Context: an optimization exercise on an open-source flow, tuned for small area. The choices shown serve that exercise and are no tape-out recipe. Only simulation tests tie the RTL to the original design; equivalence was not proved. Power figures rest on the tool's default switching activity, not on a simulated workload.

==> module Fifo_Datapath, before the edit <==
module Fifo_Datapath (
    input  logic        clk,
    input  logic        rst,
    input  logic        wc_en,
    input  logic        rc_en,
    input  logic        rd_show,
    input  logic [31:0] Data_in,
    output logic [31:0] Data_out,
    output logic        full,
    output logic        fifo_empty
);
    localparam int DEPTH = 15;
    logic [31:0] Memory [DEPTH-1:0];
    logic [3:0]  count;
    logic        wr_ok, rd_ok;
    assign full       = (count == 4'd15);
    assign fifo_empty = (count == 4'd0);
    assign wr_ok      = wc_en && !full;
    assign rd_ok      = rc_en && !fifo_empty;
    logic [3:0] wpos;
    assign wpos = count - {3'b0, rd_ok};
    logic [DEPTH-1:0] ld, sh, hd;
    always_comb begin
        for (int i = 0; i < DEPTH; i++) begin
            ld[i] = wr_ok && (wpos == 4'(i));
            sh[i] = rd_ok && !ld[i];
            hd[i] = !rd_ok && !ld[i];
        end
    end
    always_ff @(posedge clk) begin
        for (int i = 0; i < DEPTH - 1; i++)
            Memory[i] <= (Data_in & {32{ld[i]}}) | (Memory[i+1] & {32{sh[i]}}) | (Memory[i] & {32{hd[i]}});
        Memory[DEPTH-1] <= (Data_in & {32{ld[DEPTH-1]}}) | (Memory[DEPTH-1] & {32{hd[DEPTH-1]}});
    end
    always_ff @(posedge clk or posedge rst) begin
        if (rst)
            count <= 4'd0;
        else if (wr_ok != rd_ok)
            count <= wr_ok ? count + 4'd1 : count - 4'd1;
    end
    assign Data_out = Memory[0] & {32{rd_show && !fifo_empty}};
endmodule
export LEC_CHECK = 0
export CAP_MARGIN = 10
export CORE_MARGIN = 2
export CORE_UTILIZATION = 60
export PLACE_DENSITY = 0.75
export SLEW_MARGIN = 10
create_clock -name core_clock -period 10.0 [get_ports {clk}]
standard.sh (not shown) runs the stock make flow with config.mk's settings and CLKGATE_MAP_FILE= SYNTH_SCRIPT=/design/flow/synth_recipe.tcl, a recipe that flattens the netlist after the stock synthesis.
==> flow/flow/run.sh <==
#!/bin/bash
# Layout: the standard flow with these changes:
#  - synthesis is the standard synthesis, except that ABC maps the logic with the
#    area-oriented script flow/abc_map.script and adders are left to ABC rather than
#    mapped to full/half-adder cells first (registers are mapped before ABC runs, so
#    they are the same as the standard synthesis's);
#  - the port buffers are buf_1 cells (every input and output port still gets one);
#  - the clock tree is built from clkbuf_4 over sink clusters of at most 10;
#  - the clock tree gets no dummy loads.
# Logs: synth.log and standard.log here, and ORFS's per-step logs under orfs/logs.
set -euo pipefail
rm -rf scripts_abc
cp -r "$FLOW_HOME/scripts" scripts_abc
cp flow/abc_map.script scripts_abc/abc_speed.script
bash standard.sh "SCRIPTS_DIR=$PWD/scripts_abc" "ADDER_MAP_FILE=" synth > synth.log 2>&1
CTS="-sink_clustering_enable -repair_clock_nets -dont_use_dummy_load"
CTS="$CTS -buf_list {sky130_fd_sc_hd__clkbuf_4}"
CTS="$CTS -sink_clustering_size 10 -sink_clustering_max_diameter 40"
bash standard.sh "CTS_ARGS=$CTS" "BUFFER_PORTS_ARGS=-buffer_cell sky130_fd_sc_hd__buf_1" finish > standard.log 2>&1
==> flow/flow/abc_map.script <==
strash
dc2
dch -f
amap -F 3 -A 8
strash
dc2
dch -f
amap -F 3 -A 8
topo
The starting point passed the timing, design-rule and antenna checks.
Rerun with:
--- a/flow/design.v
+++ b/flow/design.v
@@ -17,20 +17,12 @@
     assign fifo_empty = (count == 4'd0);
     assign wr_ok      = wc_en && !full;
     assign rd_ok      = rc_en && !fifo_empty;
-    logic [3:0] wpos;
-    assign wpos = count - {3'b0, rd_ok};
-    logic [DEPTH-1:0] ld, sh, hd;
-    always_comb begin
-        for (int i = 0; i < DEPTH; i++) begin
-            ld[i] = wr_ok && (wpos == 4'(i));
-            sh[i] = rd_ok && !ld[i];
-            hd[i] = !rd_ok && !ld[i];
-        end
-    end
     always_ff @(posedge clk) begin
-        for (int i = 0; i < DEPTH - 1; i++)
-            Memory[i] <= (Data_in & {32{ld[i]}}) | (Memory[i+1] & {32{sh[i]}}) | (Memory[i] & {32{hd[i]}});
-        Memory[DEPTH-1] <= (Data_in & {32{ld[DEPTH-1]}}) | (Memory[DEPTH-1] & {32{hd[DEPTH-1]}});
+        if (wr_ok) begin
+            Memory[0] <= Data_in;
+            for (int i = 1; i < DEPTH; i++)
+                Memory[i] <= Memory[i-1];
+        end
     end
     always_ff @(posedge clk or posedge rst) begin
         if (rst)
@@ -38,7 +30,13 @@
         else if (wr_ok != rd_ok)
             count <= wr_ok ? count + 4'd1 : count - 4'd1;
     end
-    assign Data_out = Memory[0] & {32{rd_show && !fifo_empty}};
+    logic [3:0] sel;
+    assign sel = rd_show ? count : 4'd0;
+    always_comb begin
+        Data_out = 32'b0;
+        for (int i = 0; i < DEPTH; i++)
+            Data_out = Data_out | (Memory[i] & {32{sel == 4'(i + 1)}});
+    end
 endmodule
 module channel_ctrl(
     input  logic       clk,
Routed wire length drops by 4.7%; first-iteration DRC count drops by 29%; total power climbs by about 3%; global-route usage drops by 1.6 points; sequential share of layout area climbs by 17 points; worst setup slack got worse by 0.13 ns; core utilization drops by 0.24 points; synthesized cell count drops by 31%; maximum frequency drops by 1.3%; clock power stays flat; clock-buffer cell count climbs by 2.

* * *

Setup of 07-06:
Dmac_Top, a different RTL version from the one above (not shown whole).
For scale: about 3200 cells after synthesis, roughly 1300 flip-flops, ~190 I/O pins, roughly 49000 sq um of cells after synthesis.
==> module Fifo_Datapath, before the edit <==
module Fifo_Datapath (
    input  logic        clk,
    input  logic        rst,
    input  logic        wc_en,
    input  logic        rc_en,
    input  logic        rd_show,
    input  logic [31:0] Data_in,
    output logic [31:0] Data_out,
    output logic        full,
    output logic        fifo_empty
);
    localparam int DEPTH = 15;
    logic [31:0] Memory [DEPTH-1:0];
    logic [3:0]  count;
    logic        wr_ok, rd_ok;
    assign full       = (count == 4'd15);
    assign fifo_empty = (count == 4'd0);
    assign wr_ok      = wc_en && !full;
    assign rd_ok      = rc_en && !fifo_empty;
    always_ff @(posedge clk) begin
        if (wr_ok) begin
            Memory[0] <= Data_in;
            for (int i = 1; i < DEPTH; i++)
                Memory[i] <= Memory[i-1];
        end
    end
    always_ff @(posedge clk or posedge rst) begin
        if (rst)
            count <= 4'd0;
        else if (wr_ok != rd_ok)
            count <= wr_ok ? count + 4'd1 : count - 4'd1;
    end
    logic [3:0] sel;
    assign sel = rd_show ? count : 4'd0;
    always_comb begin
        Data_out = 32'b0;
        for (int i = 0; i < DEPTH; i++)
            Data_out = Data_out | (Memory[i] & {32{sel == 4'(i + 1)}});
    end
endmodule
==> module Dmac_Channel_Datapath, before the edit <==
module Dmac_Channel_Datapath (
    input  logic        clk,
    input  logic        rst,
    input  logic        s_sel,
    input  logic        d_sel,
    input  logic        b_sel,
    input  logic        t_sel,
    input  logic        s_en,
    input  logic        d_en,
    input  logic        ts_en,
    input  logic        burst_en,
    input  logic        count_en,
    input  logic        h_sel,
    input  logic        wr_en,
    input  logic        rd_en,
    input  logic        trigger,
    input  logic        out_en,
    input  logic [31:0] S_Address,
    input  logic [31:0] D_Address,
    input  logic [31:0] T_Size,
    input  logic [3:0]  B_Size,
    input  logic [31:0] R_Data,
    input  logic [1:0]  HSize,
    output logic        bs0,
    output logic        tslb,
    output logic        ts0,
    output logic        fifo_full,
    output logic        fifo_empty,
    output logic        started,
    output logic [31:0] MAddress,
    output logic [31:0] MWData,
    output logic [3:0]  MWStrb
);
    logic [31:0] Src_Addr, Dst_Addr, Transfer_Size;
    logic [3:0]  Burst_Size;
    logic [31:2] Incr_Addr;
    assign Incr_Addr = MAddress[31:2] + 30'd1;
    always_ff @(posedge clk or posedge rst) begin
        if (rst)
            started <= 1'b0;
        else if (s_en && s_sel)
            started <= 1'b1;
    end
    always_ff @(posedge clk) begin
        if (s_en)
            Src_Addr <= s_sel ? S_Address : {Incr_Addr, Src_Addr[1:0]};
    end
    always_ff @(posedge clk) begin
        if (d_en)
            Dst_Addr <= d_sel ? D_Address : {Incr_Addr, Dst_Addr[1:0]};
    end
    always_ff @(posedge clk) begin
        if (ts_en)
            Transfer_Size <= t_sel ? T_Size : Transfer_Size - {28'b0, Burst_Size};
    end
    always_ff @(posedge clk) begin
        if (burst_en)
            Burst_Size <= (B_Size == 4'd0 || b_sel) ? 4'd1 : B_Size;
    end
    assign tslb = (Transfer_Size[31:4] == 28'b0) && (Transfer_Size[3:0] < B_Size);
    assign ts0  = (Transfer_Size == 32'b0);
    logic [3:0] Decrement_Counter;
    always_ff @(posedge clk or posedge rst) begin
        if (rst)
            Decrement_Counter <= 4'b0;
        else if (count_en)
            Decrement_Counter <= bs0 ? (tslb ? 4'd0 : Burst_Size - 4'd1) : Decrement_Counter - 4'd1;
    end
    assign bs0 = (Decrement_Counter == 4'd0);
    assign MAddress = h_sel ? Dst_Addr : Src_Addr;
    Fifo_Datapath fifo_inst (
        .clk        (clk),
        .rst        (rst),
        .wc_en      (wr_en),
        .rc_en      (rd_en),
        .rd_show    (trigger && out_en),
        .Data_in    (R_Data),
        .Data_out   (MWData),
        .full       (fifo_full),
        .fifo_empty (fifo_empty)
    );
    always_comb begin
        MWStrb = 4'b0000;
        if (trigger) begin
            case (HSize)
                2'b00: MWStrb = 4'b0001 << Src_Addr[1:0];                    
                2'b01: MWStrb = (Src_Addr[1:0] == 2'b00) ? 4'b0011 :         
                                (Src_Addr[1:0] == 2'b10) ? 4'b1100 : 4'b0000;
                2'b10: MWStrb = 4'b1111;                                     
                default: MWStrb = 4'b0000;
            endcase
        end
    end
endmodule
clock: 10.0 ns
lec_check: 0
cap_margin: 10
core_margin: 2
core_utilization: 60
place_density: 0.75
slew_margin: 10
Scripts as last shown in full above: flow/flow/run.sh, flow/flow/abc_map.script
For 09-22, these inputs were changed with respect to 07-06:
--- a/flow/design.v
+++ b/flow/design.v
@@ -14,32 +14,31 @@
     logic [3:0]  count;
     logic        wr_ok, rd_ok;
     assign full       = (count == 4'd15);
     assign fifo_empty = (count == 4'd0);
     assign wr_ok      = wc_en && !full;
     assign rd_ok      = rc_en && !fifo_empty;
-    always_ff @(posedge clk) begin
-        if (wr_ok) begin
-            Memory[0] <= Data_in;
-            for (int i = 1; i < DEPTH; i++)
-                Memory[i] <= Memory[i-1];
+    logic [DEPTH-1:0] ld, hd;
+    always_comb begin
+        for (int i = 0; i < DEPTH; i++) begin
+            ld[i] = wr_ok && (count == 4'(i));
+            hd[i] = !rd_ok && !ld[i];
         end
     end
+    always_ff @(posedge clk) begin
+        for (int i = 0; i < DEPTH - 1; i++)
+            Memory[i] <= (Data_in & {32{ld[i]}}) | (Memory[i+1] & {32{rd_ok}}) | (Memory[i] & {32{hd[i]}});
+        Memory[DEPTH-1] <= (Data_in & {32{ld[DEPTH-1]}}) | (Memory[DEPTH-1] & {32{hd[DEPTH-1]}});
+    end
     always_ff @(posedge clk or posedge rst) begin
         if (rst)
             count <= 4'd0;
         else if (wr_ok != rd_ok)
             count <= wr_ok ? count + 4'd1 : count - 4'd1;
     end
-    logic [3:0] sel;
-    assign sel = rd_show ? count : 4'd0;
-    always_comb begin
-        Data_out = 32'b0;
-        for (int i = 0; i < DEPTH; i++)
-            Data_out = Data_out | (Memory[i] & {32{sel == 4'(i + 1)}});
-    end
+    assign Data_out = Memory[0] & {32{rd_show && !fifo_empty}};
 endmodule
 module channel_ctrl(
     input  logic       clk,
     input  logic       rst,
     input  logic       channel_en,
     input  logic       readyIn,
@@ -334,23 +333,36 @@
     always_ff @(posedge clk or posedge rst) begin
         if (rst)
             started <= 1'b0;
         else if (s_en && s_sel)
             started <= 1'b1;
     end
+    logic ld_s, st_s, hd_s, ld_d, st_d, hd_d, ld_t, st_t, hd_t;
+    assign ld_s = s_en && s_sel;
+    assign st_s = s_en && !s_sel;
+    assign hd_s = !s_en;
+    assign ld_d = d_en && d_sel;
+    assign st_d = d_en && !d_sel;
+    assign hd_d = !d_en;
+    assign ld_t = ts_en && t_sel;
+    assign st_t = ts_en && !t_sel;
+    assign hd_t = !ts_en;
     always_ff @(posedge clk) begin
-        if (s_en)
-            Src_Addr <= s_sel ? S_Address : {Incr_Addr, Src_Addr[1:0]};
+        Src_Addr <= (S_Address & {32{ld_s}})
+                  | ({Incr_Addr, Src_Addr[1:0]} & {32{st_s}})
+                  | (Src_Addr & {32{hd_s}});
     end
     always_ff @(posedge clk) begin
-        if (d_en)
-            Dst_Addr <= d_sel ? D_Address : {Incr_Addr, Dst_Addr[1:0]};
+        Dst_Addr <= (D_Address & {32{ld_d}})
+                  | ({Incr_Addr, Dst_Addr[1:0]} & {32{st_d}})
+                  | (Dst_Addr & {32{hd_d}});
     end
     always_ff @(posedge clk) begin
-        if (ts_en)
-            Transfer_Size <= t_sel ? T_Size : Transfer_Size - {28'b0, Burst_Size};
+        Transfer_Size <= (T_Size & {32{ld_t}})
+                       | ((Transfer_Size - {28'b0, Burst_Size}) & {32{st_t}})
+                       | (Transfer_Size & {32{hd_t}});
     end
     always_ff @(posedge clk) begin
         if (burst_en)
             Burst_Size <= (B_Size == 4'd0 || b_sel) ? 4'd1 : B_Size;
     end
     assign tslb = (Transfer_Size[31:4] == 28'b0) && (Transfer_Size[3:0] < B_Size);
Notes after the runs:
- The power in the clock group was comparable across 07-06 and 09-22.
- Via count of the first global-routing pass delta for 09-22 relative to 07-06: 5273 higher
- Higher post-route clock period utilization was reported by 07-06, not 09-22.
- Between 07-06 and 09-22, the flow reports length in cells of the worst reg-to-reg path increasing by more than 100%.
- Changes observed in 09-22 relative to 07-06: post-route worst setup slack up 210 ps, hold slack up 27 ps, number of H-tree branching levels flat, cell count up 1505, layout-stage area growth over the synthesis result up 0.69 points.
- 09-22 vs 07-06: initial antenna violation count down
- Summary of the comparison: shortest clock period the worst path allows after layout is lower in 09-22, relative to 07-06.

what the ideal ports hide:
The results above use ideal ports. As a check the final layouts listed here were re-extracted and re-timed, cells and wires unchanged.
Step 1 assumes that a clkbuf_16 drives the clock port and a buf_2 every other input.
Step 2 times the ports against the registers' clock, not the clock port: input delays grow and output delays shrink by t, the midpoint of the rising clock arrivals with the driver on.
Three values: no drivers, after step 1, after step 2; two values: the first two.
run | shift t [ns] | setup WS [ns] | worst register clock-pin slew, ns | cell pins on the clock port's net
the first run of note 1 | 1.067 | 0.362 / 0.298 / -0.228 | 0.11 / 0.11 | 1
the second run of note 1 | 1.064 | 0.236 / 0.168 / -0.294 | 0.11 / 0.11 | 1
07-06 | 1.037 | 0.453 / 0.384 / -0.474 | 0.12 / 0.12 | 1
09-22 | 1.091 | 0.659 / 0.698 / -0.392 | 0.11 / 0.11 | 1
Met with ideal ports but missed after step 2: setup timing in every run listed. The setup slack of 09-22, which loses most, moves by +0.039 ns with the drivers and by -1.051 ns with both steps.
